Source: an optimization exercise on an open RTL-to-GDS flow (aim: small area). Production flows keep margins and buffers that such runs may drop. The RTL was checked by simulation tests, not by an equivalence proof against the original design. No driver is modelled on the clock port, so clocking that relies on it looks cheaper here than on a real chip. Power figures rest on the tool's default switching activity, not on a simulated workload.

## alpha
## ld19_rx_top
module ld19_rx_top( uart_rx, sysclk, rst, led, led0_r, led0_g, led0_b );
Size in the first run: about 110 cells after synthesis, ~0.0010 mm2 of cells after synthesis.
==> flow/config.mk <==
export PLATFORM = sky130hd
export DESIGN_NAME = ld19_rx_top
export DESIGN_NICKNAME = ld19_rx_top
export VERILOG_FILES = /design/flow/design.v
export SDC_FILE = /design/flow/constraint.sdc
export NUM_CORES = 4
export LEC_CHECK = 0
export CAP_MARGIN = 20
export CORE_AREA = 2.3 2.7 67.7 67.3
export DIE_AREA = 0 0 70 70
export GPL_TIMING_DRIVEN = 0
export SLEW_MARGIN = 20
==> flow/constraint.sdc <==
create_clock -name core_clock -period 10.0 [get_ports {sysclk}]
set_input_delay 2.0000 -clock core_clock [delete_from_list [all_inputs] [get_ports {sysclk}]]
set_output_delay 2.0000 -clock core_clock [all_outputs]
set_load 0.01 [all_outputs]
standard.sh (not shown) runs the stock make flow with config.mk's settings and CLKGATE_MAP_FILE= SYNTH_SCRIPT=/design/flow/synth_recipe.tcl, a recipe that flattens the netlist after the stock synthesis.
==> flow/flow/run.sh <==
#!/bin/bash
# Own layout flow: the standard flow (standard.sh) with these changes:
#  - synthesis: the same ORFS synthesis script (my_synth.tcl wraps it like
#    synth_recipe.tcl), but ABC maps with several area-oriented scripts
#    (abc/*.abc) and the smallest result is kept; yosys's full-adder
#    extraction is skipped (ADDER_MAP_FILE empty);
#  - port buffers use the smallest buffer cell;
#  - the clock is distributed by a single clock buffer (clkbuf.tcl, run
#    before CTS) instead of a two-level tree.
# Each tool's full output is in orfs/logs/sky130hd/ld19_rx_top/base/; make's own
# output is in standard.log.
W=$(pwd)
export MY_ABC_DIR=$W/flow/abc
bash standard.sh \
  SYNTH_SCRIPT=$W/flow/my_synth.tcl \
  ADDER_MAP_FILE= \
  SYNTH_INSBUF=0 \
  "BUFFER_PORTS_ARGS=-buffer_cell sky130_fd_sc_hd__buf_1" \
  PRE_CTS_TCL=$W/flow/clkbuf.tcl \
  "CTS_ARGS=-sink_clustering_enable -repair_clock_nets -clk_nets sysclk" \
  finish > standard.log 2>&1
==> flow/flow/abc/m0_100.abc <==
strash; &get -n; &deepsyn -J 100 -S 0; &put; &get -n; &dch -f; &nf -R 1000; &put; mfs3 -ae
==> flow/flow/abc/m0_20.abc <==
strash; &get -n; &deepsyn -J 20 -S 0; &put; &get -n; &dch -f; &nf -R 1000; &put; mfs3 -ae
==> flow/flow/abc/m14_100.abc <==
strash; &get -n; &deepsyn -J 100 -S 14; &put; &get -n; &dch -f; &nf -R 1000; &put; mfs3 -ae
==> flow/flow/abc/m14_20.abc <==
strash; &get -n; &deepsyn -J 20 -S 14; &put; &get -n; &dch -f; &nf -R 1000; &put; mfs3 -ae
==> flow/flow/abc/m3_100.abc <==
strash; &get -n; &deepsyn -J 100 -S 3; &put; &get -n; &dch -f; &nf -R 1000; &put; mfs3 -ae
==> flow/flow/abc/m3_20.abc <==
strash; &get -n; &deepsyn -J 20 -S 3; &put; &get -n; &dch -f; &nf -R 1000; &put; mfs3 -ae
==> flow/flow/abc/m5_100.abc <==
strash; &get -n; &deepsyn -J 100 -S 5; &put; &get -n; &dch -f; &nf -R 1000; &put; mfs3 -ae
==> flow/flow/abc/m5_20.abc <==
strash; &get -n; &deepsyn -J 20 -S 5; &put; &get -n; &dch -f; &nf -R 1000; &put; mfs3 -ae
Other scripts of this flow, unchanged in this note and not shown: flow/flow/abc/a1.abc, flow/flow/abc/a2.abc, flow/flow/abc/a3.abc, flow/flow/abc/a4.abc, flow/flow/abc/a5.abc, flow/flow/abc/a6.abc, flow/flow/abc/a7.abc, flow/flow/abc/d0_20.abc, flow/flow/abc/d0_50.abc, flow/flow/abc/d3_20.abc, flow/flow/abc/d3_50.abc, flow/flow/abc/d5_20.abc, flow/flow/abc/d5_50.abc, flow/flow/abc/e0_20.abc, flow/flow/abc/e0_50.abc, flow/flow/abc/e3_20.abc, flow/flow/abc/e3_50.abc, flow/flow/abc/e5_20.abc, flow/flow/abc/e5_50.abc, flow/flow/clkbuf.tcl, flow/flow/my_synth.tcl
alpha was carried through to the last stage, and its layout satisfied the timing, design-rule and antenna checks.
Modified inputs, gamma compared to alpha
removed: flow/flow/abc/m0_100.abc
removed: flow/flow/abc/m0_20.abc
removed: flow/flow/abc/m14_100.abc
removed: flow/flow/abc/m14_20.abc
removed: flow/flow/abc/m3_100.abc
removed: flow/flow/abc/m3_20.abc
removed: flow/flow/abc/m5_100.abc
removed: flow/flow/abc/m5_20.abc
### Flow results
- Compared gamma vs alpha, and maximum clock frequency is up in gamma.
- On number of sequential cells, alpha and gamma are neck and neck.
- gamma vs. alpha: worst-margin pin slew moved up; count of multi-input gates moved down.
- Compared with alpha, in gamma clock skew essentially unchanged, number of vias per cell now sits higher, share of cell area taken by flip-flops and latches fell by 0.21 points.


== run 1 ==
Another version of the RTL of ld19_rx_top (not shown whole).
Size in the first run: about 110 cells after synthesis, about 27 flip-flops, about 8 I/O pins.
export LEC_CHECK = 0
export CAP_MARGIN = 20
export CORE_AREA = 2.3 2.7 67.7 67.3
export DIE_AREA = 0 0 70 70
export GPL_TIMING_DRIVEN = 0
export SLEW_MARGIN = 20
create_clock -name core_clock -period 10.0 [get_ports {sysclk}]
==> flow/flow/clkbuf.tcl <==
# PRE_CTS hook: drive every clock sink from one clock buffer, placed at the
# sinks' centroid (detailed placement in cts.tcl legalizes it). The clock
# port then feeds only this buffer, and clock_tree_synthesis (run with
# -clk_nets sysclk) finds no further net to build a tree on.
set block [ord::get_db_block]
set db [ord::get_db]
set clk [$block findNet sysclk]
set master [$db findMaster sky130_fd_sc_hd__clkbuf_16]
set newnet [odb::dbNet_create $block clknet_root]
$newnet setSigType CLOCK
set inst [odb::dbInst_create $block $master clkbuf_root]
set sx 0; set sy 0; set n 0
foreach it [$clk getITerms] {
  set i [$it getInst]
  set bb [$i getBBox]
  incr sx [expr {([$bb xMin]+[$bb xMax])/2}]
  incr sy [expr {([$bb yMin]+[$bb yMax])/2}]
  incr n
  $it disconnect
  $it connect $newnet
}
$inst setLocation [expr {$sx/$n}] [expr {$sy/$n}]
$inst setPlacementStatus PLACED
[$inst findITerm A] connect $clk
[$inst findITerm X] connect $newnet
puts "clkbuf.tcl: one clock buffer drives $n sinks"
Scripts as last shown in full above: flow/flow/run.sh
Other scripts of this flow, unchanged in this note and not shown: flow/flow/abc/a1.abc, flow/flow/abc/a2.abc, flow/flow/abc/a3.abc, flow/flow/abc/a4.abc, flow/flow/abc/a5.abc, flow/flow/abc/a6.abc, flow/flow/abc/a7.abc, flow/flow/abc/d0_20.abc, flow/flow/abc/d0_50.abc, flow/flow/abc/d3_20.abc, flow/flow/abc/d3_50.abc, flow/flow/abc/d5_20.abc, flow/flow/abc/d5_50.abc, flow/flow/abc/e0_20.abc, flow/flow/abc/e0_50.abc, flow/flow/abc/e3_20.abc, flow/flow/abc/e3_50.abc, flow/flow/abc/e5_20.abc, flow/flow/abc/e5_50.abc, flow/flow/my_synth.tcl
Run 1 went all the way through synthesis, placement and routing and the layout is clean on timing, DRC and antenna.
Edits applied to the flow inputs when going from run 1 to run 2:
- swapping 20 for 0 in CAP_MARGIN
- swapping 20 for 0 in SLEW_MARGIN
- clearing GPL_TIMING_DRIVEN, which used to be 0
--- a/flow/flow/run.sh
+++ b/flow/flow/run.sh
@@ -16,3 +16,2 @@
   ADDER_MAP_FILE= \
-  SYNTH_INSBUF=0 \
   "BUFFER_PORTS_ARGS=-buffer_cell sky130_fd_sc_hd__buf_1" \
--- outcome ---
Run 2 did not stop at any stage, and its layout met the timing, design-rule and antenna checks. Run 1 has completed all stages; timing, DRC and antenna checks passed. Taking run 1 as the reference point, the layout overhead on the synthesized area of run 2 falls by 1.5 points. The combinational power of run 2 exceeds that of run 1 by about 1%. Diff run 1 -> run 2: minimum period implied by the final worst setup slack went down by 19 ps, relative contribution of sequential cells to total power fell 0.5 points, cell area after technology mapping has increased. The lower share of total power in the clock network came out of run 1. Fraction of area in registers essentially unchanged between run 2 and run 1. Of run 1 and run 2, the higher area used by multi-input combinational logic belongs to run 1. Compared to run 1, the routing of run 2 uses more wire. Run 2 vs run 1: worst path setup slack after routing up in run 2. Looking at run 1 and run 2, the final cell utilization of the core is a wash.
--- input diff run 2..run 3 ---
- swapping 0 for 20 in CAP_MARGIN
- swapping 0 for 20 in SLEW_MARGIN
==> comparison <==
Reported for run 3 and run 2, I/O pin count turned out identical to the last digit. Reported for run 3 and run 2, aggregate global-route resource usage turned out identical to the last digit. Diff run 3..run 2 | post-DP HPWL | unchanged. Run 3 -> run 2: sequential share of cell area delta 0, exact match. Compared with run 2, in run 3 number of synthesized flops with an enable pin did not really move, period utilization neither gained nor lost much, post-layout worst setup margin was more or less identical, critical path's largest stage delay was more or less identical. Reported for run 3 and run 2, wire length reported by the detailed router turned out identical to the last digit. Comparing run 2 against run 3, there is no change at all in cell area.
For run 4, these inputs were changed with respect to run 3:
- GPL_TIMING_DRIVEN: unset -> 0
--- a/flow/flow/run.sh
+++ b/flow/flow/run.sh
@@ -16,2 +16,3 @@
   ADDER_MAP_FILE= \
+  SYNTH_INSBUF=0 \
   "BUFFER_PORTS_ARGS=-buffer_cell sky130_fd_sc_hd__buf_1" \
--- a/flow/flow/clkbuf.tcl
+++ b/flow/flow/clkbuf.tcl
@@ -7,3 +7,3 @@
 set clk [$block findNet sysclk]
-set master [$db findMaster sky130_fd_sc_hd__clkbuf_16]
+set master [$db findMaster sky130_fd_sc_hd__buf_12]
 set newnet [odb::dbNet_create $block clknet_root]
Results
Compared with run 3, run 4 shows final cell count without fillers that has gone down slightly.
Looking only at hold slack, and setting everything else aside, the higher value of run 3 and run 4 goes to run 3.
Looking at net switching share of the total power across run 3 and run 4, the one that comes out higher is run 3.
The run showing the greater detailed router's first-iteration violation count is run 3.
Looking at run 3 and run 4, the maximum clock frequency is a wash.
Run 3 was larger in final cell area than run 4.
The clock share of power number comes out higher for run 3 vs run 4.
Diff run 3 -> run 4: worst setup slack picked up an extra 5.9 ps, first-pass GRT wire length went up.

-- separate check: timing with driven ports --
In the flow no input, the clock included, has a driving cell. The finished layouts below were timed again as built, in two steps. Step 1 sets driving cells, clkbuf_16 on the clock port and buf_2 on the other inputs (assumed; they add their load-dependent delay and slew). Step 2 moves the port delays by t, midway between the first and last clock arrival at a register: inputs arrive t later, outputs are due t later. That takes back most of the time a late clock gives input paths. Slacks: ideal / step 1 / step 2; pairs: ideal / step 1.
run	t (ns)	setup slack, ns	slew at the worst register clock pin (ns)
alpha	0.164	6.627 / 6.598 / 6.557	0.10 / 0.10
gamma	0.160	6.734 / 6.744 / 6.584	0.10 / 0.10
run 1	0.188	6.610 / 6.579 / 6.635	0.10 / 0.10
run 2	0.190	6.629 / 6.598 / 6.693	0.10 / 0.10
run 3	0.190	6.629 / 6.598 / 6.693	0.10 / 0.10
run 4	0.165	6.635 / 6.602 / 6.634	0.10 / 0.10
After both steps setup and hold are still met in every run listed. For gamma, which loses most, drivers alone change the setup slack by +0.010 ns; drivers and shift together by -0.150 ns.
